What follows belongs to an exercise in optimizing a design on an open flow for small area, a short achievable clock period and few clock cycles per item; a production flow would make more cautious choices. Function was checked by simulation only, so behaviour that the tests miss may differ from the original.

== v12 ==
==> flow/design.v <==
module ev_142_3(input [141:0] a, output [482:0] e);
  wire [70:0] as = a[70:0] ^ { a[141:71]};
  wire [160:0] e0, e1; wire [160:0] e2;
  ev_71_2 v0(a[70:0], e0);
  ev_71_2 v2(a[141:71], e2);
  ev_71_2 v1(as, e1);
  assign e = {e1, e2, e0};
endmodule
module ev_35_1(input [34:0] a, output [52:0] e);
  wire [17:0] as = a[17:0] ^ {1'b0, a[34:18]};
  assign e = {as, a[34:18], a[17:0]};
endmodule
module ev_36_1(input [35:0] a, output [53:0] e);
  wire [17:0] as = a[17:0] ^ { a[35:18]};
  assign e = {as, a[35:18], a[17:0]};
endmodule
module ev_71_2(input [70:0] a, output [160:0] e);
  wire [35:0] as = a[35:0] ^ {1'b0, a[70:36]};
  wire [53:0] e0, e1; wire [52:0] e2;
  ev_36_1 v0(a[35:0], e0);
  ev_35_1 v2(a[70:36], e2);
  ev_36_1 v1(as, e1);
  assign e = {e1, e2, e0};
endmodule
module ip_142_3(input [482:0] a, input [482:0] b, output [282:0] p);
  wire [140:0] p0, p1; wire [140:0] p2;
  ip_71_2 u0(a[160:0], b[160:0], p0);
  ip_71_2 u2(a[321:161], b[321:161], p2);
  ip_71_2 u1(a[482:322], b[482:322], p1);
  wire [282:0] t1 = {142'b0, p0} ^ ({142'b0, p0} << 71);
  wire [282:0] t2 = {142'b0, p1 ^ p2} << 71;
  wire [282:0] t3 = {p2, 142'b0};
  assign p = (t1 ^ t3) ^ t2;
endmodule
module ip_35_1(input [52:0] a, input [52:0] b, output [68:0] p);
  wire [34:0] p0, p1; wire [32:0] p2;
  kmul_18 u0(a[17:0], b[17:0], p0);
  kmul_17 u2(a[34:18], b[34:18], p2);
  kmul_18 u1(a[52:35], b[52:35], p1);
  wire [68:0] t1 = {34'b0, p0} ^ ({34'b0, p0} << 18);
  wire [68:0] t2 = {34'b0, p1 ^ {2'b0, p2}} << 18;
  wire [68:0] t3 = {p2, 36'b0};
  assign p = (t1 ^ t3) ^ t2;
endmodule
module ip_36_1(input [53:0] a, input [53:0] b, output [70:0] p);
  wire [34:0] p0, p1; wire [34:0] p2;
  kmul_18 u0(a[17:0], b[17:0], p0);
  kmul_18 u2(a[35:18], b[35:18], p2);
  kmul_18 u1(a[53:36], b[53:36], p1);
  wire [70:0] t1 = {36'b0, p0} ^ ({36'b0, p0} << 18);
  wire [70:0] t2 = {36'b0, p1 ^ p2} << 18;
  wire [70:0] t3 = {p2, 36'b0};
  assign p = (t1 ^ t3) ^ t2;
endmodule
module ip_71_2(input [160:0] a, input [160:0] b, output [140:0] p);
  wire [70:0] p0, p1; wire [68:0] p2;
  ip_36_1 u0(a[53:0], b[53:0], p0);
  ip_35_1 u2(a[106:54], b[106:54], p2);
  ip_36_1 u1(a[160:107], b[160:107], p1);
  wire [140:0] t1 = {70'b0, p0} ^ ({70'b0, p0} << 36);
  wire [140:0] t2 = {70'b0, p1 ^ {2'b0, p2}} << 36;
  wire [140:0] t3 = {p2, 72'b0};
  assign p = (t1 ^ t3) ^ t2;
endmodule
module kmul_17(input [16:0] a, input [16:0] b, output [32:0] p);
  wire [16:0] p0, p1; wire [14:0] p2;
  wire [8:0] as = a[8:0] ^ {1'b0, a[16:9]};
  wire [8:0] bs = b[8:0] ^ {1'b0, b[16:9]};
  sbm_9 u0(a[8:0], b[8:0], p0);
  sbm_8 u2(a[16:9], b[16:9], p2);
  sbm_9 u1(as, bs, p1);
  wire [32:0] q = {16'b0, p0} ^ ({18'b0, p2} << 9);
  wire [32:0] s = q ^ (q << 9);
  assign p = s ^ ({16'b0, p1} << 9);
endmodule
module kmul_18(input [17:0] a, input [17:0] b, output [34:0] p);
  wire [16:0] p0, p1; wire [16:0] p2;
  wire [8:0] as = a[8:0] ^ { a[17:9]};
  wire [8:0] bs = b[8:0] ^ { b[17:9]};
  sbm_9 u0(a[8:0], b[8:0], p0);
  sbm_9 u2(a[17:9], b[17:9], p2);
  sbm_9 u1(as, bs, p1);
  wire [34:0] q = {18'b0, p0} ^ ({18'b0, p2} << 9);
  wire [34:0] s = q ^ (q << 9);
  assign p = s ^ ({18'b0, p1} << 9);
endmodule
module sbm_8(input [7:0] a, input [7:0] b, output [14:0] p);
  assign p[0] = ^{a[0]&b[0]};
  assign p[1] = ^{a[0]&b[1], a[1]&b[0]};
  assign p[2] = ^{a[0]&b[2], a[1]&b[1], a[2]&b[0]};
  assign p[3] = ^{a[0]&b[3], a[1]&b[2], a[2]&b[1], a[3]&b[0]};
  assign p[4] = ^{a[0]&b[4], a[1]&b[3], a[2]&b[2], a[3]&b[1], a[4]&b[0]};
  assign p[5] = ^{a[0]&b[5], a[1]&b[4], a[2]&b[3], a[3]&b[2], a[4]&b[1], a[5]&b[0]};
  assign p[6] = ^{a[0]&b[6], a[1]&b[5], a[2]&b[4], a[3]&b[3], a[4]&b[2], a[5]&b[1], a[6]&b[0]};
  assign p[7] = ^{a[0]&b[7], a[1]&b[6], a[2]&b[5], a[3]&b[4], a[4]&b[3], a[5]&b[2], a[6]&b[1], a[7]&b[0]};
  assign p[8] = ^{a[1]&b[7], a[2]&b[6], a[3]&b[5], a[4]&b[4], a[5]&b[3], a[6]&b[2], a[7]&b[1]};
  assign p[9] = ^{a[2]&b[7], a[3]&b[6], a[4]&b[5], a[5]&b[4], a[6]&b[3], a[7]&b[2]};
  assign p[10] = ^{a[3]&b[7], a[4]&b[6], a[5]&b[5], a[6]&b[4], a[7]&b[3]};
  assign p[11] = ^{a[4]&b[7], a[5]&b[6], a[6]&b[5], a[7]&b[4]};
  assign p[12] = ^{a[5]&b[7], a[6]&b[6], a[7]&b[5]};
  assign p[13] = ^{a[6]&b[7], a[7]&b[6]};
  assign p[14] = ^{a[7]&b[7]};
endmodule
module sbm_9(input [8:0] a, input [8:0] b, output [16:0] p);
  assign p[0] = ^{a[0]&b[0]};
  assign p[1] = ^{a[0]&b[1], a[1]&b[0]};
  assign p[2] = ^{a[0]&b[2], a[1]&b[1], a[2]&b[0]};
  assign p[3] = ^{a[0]&b[3], a[1]&b[2], a[2]&b[1], a[3]&b[0]};
  assign p[4] = ^{a[0]&b[4], a[1]&b[3], a[2]&b[2], a[3]&b[1], a[4]&b[0]};
  assign p[5] = ^{a[0]&b[5], a[1]&b[4], a[2]&b[3], a[3]&b[2], a[4]&b[1], a[5]&b[0]};
  assign p[6] = ^{a[0]&b[6], a[1]&b[5], a[2]&b[4], a[3]&b[3], a[4]&b[2], a[5]&b[1], a[6]&b[0]};
  assign p[7] = ^{a[0]&b[7], a[1]&b[6], a[2]&b[5], a[3]&b[4], a[4]&b[3], a[5]&b[2], a[6]&b[1], a[7]&b[0]};
  assign p[8] = ^{a[0]&b[8], a[1]&b[7], a[2]&b[6], a[3]&b[5], a[4]&b[4], a[5]&b[3], a[6]&b[2], a[7]&b[1], a[8]&b[0]};
  assign p[9] = ^{a[1]&b[8], a[2]&b[7], a[3]&b[6], a[4]&b[5], a[5]&b[4], a[6]&b[3], a[7]&b[2], a[8]&b[1]};
  assign p[10] = ^{a[2]&b[8], a[3]&b[7], a[4]&b[6], a[5]&b[5], a[6]&b[4], a[7]&b[3], a[8]&b[2]};
  assign p[11] = ^{a[3]&b[8], a[4]&b[7], a[5]&b[6], a[6]&b[5], a[7]&b[4], a[8]&b[3]};
  assign p[12] = ^{a[4]&b[8], a[5]&b[7], a[6]&b[6], a[7]&b[5], a[8]&b[4]};
  assign p[13] = ^{a[5]&b[8], a[6]&b[7], a[7]&b[6], a[8]&b[5]};
  assign p[14] = ^{a[6]&b[8], a[7]&b[7], a[8]&b[6]};
  assign p[15] = ^{a[7]&b[8], a[8]&b[7]};
  assign p[16] = ^{a[8]&b[8]};
endmodule
module SeqMul_70(clk, reset, U0, U1, U2, U3, V0, V1, V2, V3, W, done);
    input clk, reset;
    input [70:0] U0, U1, U2, U3;
    input [70:0] V0, V1, V2, V3;
    output [567:0] W;
    output reg done;
    wire [141:0] a0 = {U2, U3}, a1 = {U0, U1};
    wire [141:0] b0 = {V2, V3}, b1 = {V0, V1};
    reg s1, s2, s3;
    wire [141:0] ma = reset ? a0 : s1 ? a1 : a0 ^ a1;
    wire [141:0] mb = reset ? b0 : s1 ? b1 : b0 ^ b1;
    wire [482:0] ea, eb;
    ev_142_3 eva(ma, ea);
    ev_142_3 evb(mb, eb);
    reg [482:0] xa, xb;
    always @(posedge clk) begin
        xa <= ea;
        xb <= eb;
    end
    wire [282:0] p;
    ip_142_3 core(xa, xb, p);
    reg [282:0] ra, rb;
    always @(posedge clk) begin
        ra <= p;
        rb <= ra;
    end
    wire [566:0] q = {284'b0, rb} ^ ({284'b0, ra} << 142);
    wire [566:0] s = q ^ (q << 142);
    reg [566:0] w;
    always @(posedge clk) begin
        if (s3) w <= s ^ ({284'b0, p} << 142);
        if (reset) begin
            s1 <= 1'b1;
            s2 <= 1'b0;
            s3 <= 1'b0;
            done <= 1'b0;
        end else begin
            s1 <= 1'b0;
            s2 <= s1;
            s3 <= s2;
            if (s3) done <= 1'b1;
        end
    end
    assign W = {w, 1'b0};
endmodule
export LEC_CHECK = 0
export CAP_MARGIN = 20
export CELL_PAD_IN_SITES_DETAIL_PLACEMENT = 1
export CELL_PAD_IN_SITES_GLOBAL_PLACEMENT = 1
export CORE_MARGIN = 2
export CORE_UTILIZATION = 40
export PLACE_DENSITY = 0.5
export SETUP_SLACK_MARGIN = 5
export SLEW_MARGIN = 20
create_clock -name core_clock -period 10.0 [get_ports {clk}]
standard.sh (not shown) runs the stock make flow with config.mk's settings and CLKGATE_MAP_FILE= SYNTH_SCRIPT=/design/flow/synth_recipe.tcl, a recipe that flattens the netlist after the stock synthesis.
==> flow/flow/run.sh <==
#!/bin/bash
set -euo pipefail
bash standard.sh SETUP_SLACK_MARGIN=6.5 finish > standard.log 2>&1
Testbench counts of v12, summed over its fixed seeds: cycles 640, items 160.
Input-level comparison between v35 and v12:
==> flow/flow/run.sh <==
#!/bin/bash
# Own flow: the standard layout (standard.sh, ORFS), with these changes:
#  - synthesis and repair may not use the 3-input XOR/XNOR cells (slow in this
#    XOR-heavy design; two 2-input cells are smaller and faster),
#  - the port buffers are buf_2 cells instead of ORFS's default choice,
set -euo pipefail
here=$(pwd)
du=$(make -s -C "$FLOW_HOME" DESIGN_CONFIG="$here/config.mk" WORK_HOME="$here/orfs" print-DONT_USE_CELLS 2>/dev/null | sed -n 's/^DONT_USE_CELLS: //p')
[[ -n "$du" ]] || { echo "could not read DONT_USE_CELLS" >&2; exit 1; }
for c in xor3 xnor3; do for s in 1 2 4; do du="$du sky130_fd_sc_hd__${c}_$s"; done; done
margin=$(cat flow/margin 2>/dev/null || echo 6)
bash standard.sh "DONT_USE_CELLS=$du" "BUFFER_PORTS_ARGS=-buffer_cell sky130_fd_sc_hd__buf_2" \
  "SETUP_SLACK_MARGIN=$margin" finish > standard.log 2>&1
==> flow/flow/margin (new file) <==
6
--- a/flow/config.mk
+++ b/flow/config.mk
@@ -14 +13,0 @@
-export SETUP_SLACK_MARGIN = 5
## What came out
- Mean area per synthesized cell | v35 below v12
- Against v12, v35 comes in 1223 higher on net count of the mapped netlist.
- Via count ends up lower on v35.
- v35 reports its end point of the critical path as xa[471] while v12 reports w[278].
- In v35, time the final worst path needs with I/O delays and setup is lower than in v12.
- Total clock buffers created by CTS in v35 is 9 above v12.
Changes in v56 relative to v35:
==> flow/flow/run.sh <==
#!/bin/bash
set -euo pipefail
bash standard.sh SETUP_SLACK_MARGIN=6.5 finish > standard.log 2>&1
--- a/flow/config.mk
+++ b/flow/config.mk
@@ -9,2 +9,2 @@
-export CELL_PAD_IN_SITES_DETAIL_PLACEMENT = 1
-export CELL_PAD_IN_SITES_GLOBAL_PLACEMENT = 1
+export CELL_PAD_IN_SITES_DETAIL_PLACEMENT = 2
+export CELL_PAD_IN_SITES_GLOBAL_PLACEMENT = 2
@@ -12,2 +12,3 @@
-export CORE_UTILIZATION = 40
-export PLACE_DENSITY = 0.5
+export CORE_UTILIZATION = 30
+export PLACE_DENSITY = 0.35
+export SETUP_SLACK_MARGIN = 5
removed: flow/flow/margin
- In v56 relative to v35, routed wire length had gone up by more than a quarter.
- Synthesized area per cell (lower): v35
- Re cell area after placement: v35 and v56 aren't equal, and the lower value belongs to v35.
- Of v35 and v56, the run reporting the higher clock-cell share of area was v35.
- Going from v35 to v56, number of well taps increased 2048; synthesized cell area increased 0.0018 sq mm.
- On via count: between v35 and v56, it ends up higher for v56.

[separate check: timing with driven ports]
How much do the figures lean on ideal ports? The routed layouts below were timed once more, with nothing changed but the port constraints. Step 1 (the two cells are an assumption about what drives the block):
set clk [get_ports {clk}]
set_driving_cell -lib_cell sky130_fd_sc_hd__clkbuf_16 $clk
set_driving_cell -lib_cell sky130_fd_sc_hd__buf_2 [delete_from_list [all_inputs] $clk]
Step 2 also shifts input and output timing later by t, the mid clock arrival at the registers, as if the neighbouring blocks saw the same clock. Slacks: ideal ports / drivers / drivers and shift; pairs: ideal ports / drivers.
run	t (ns)	setup WS [ns]	worst setup path at the end	clock arrival spread, ns
v12	1.139	5.538 / 5.538 / 5.326	input to register	0.101 / 0.101
v35	1.131	5.761 / 5.832 / 4.723	input to register	0.120 / 0.121
v56	1.127	5.511 / 5.511 / 5.323	input to register	0.163 / 0.163
After both steps every run listed still meets setup and hold. The setup slack of v35, which loses most, moves by +0.071 ns with the drivers and by -1.038 ns with both steps.
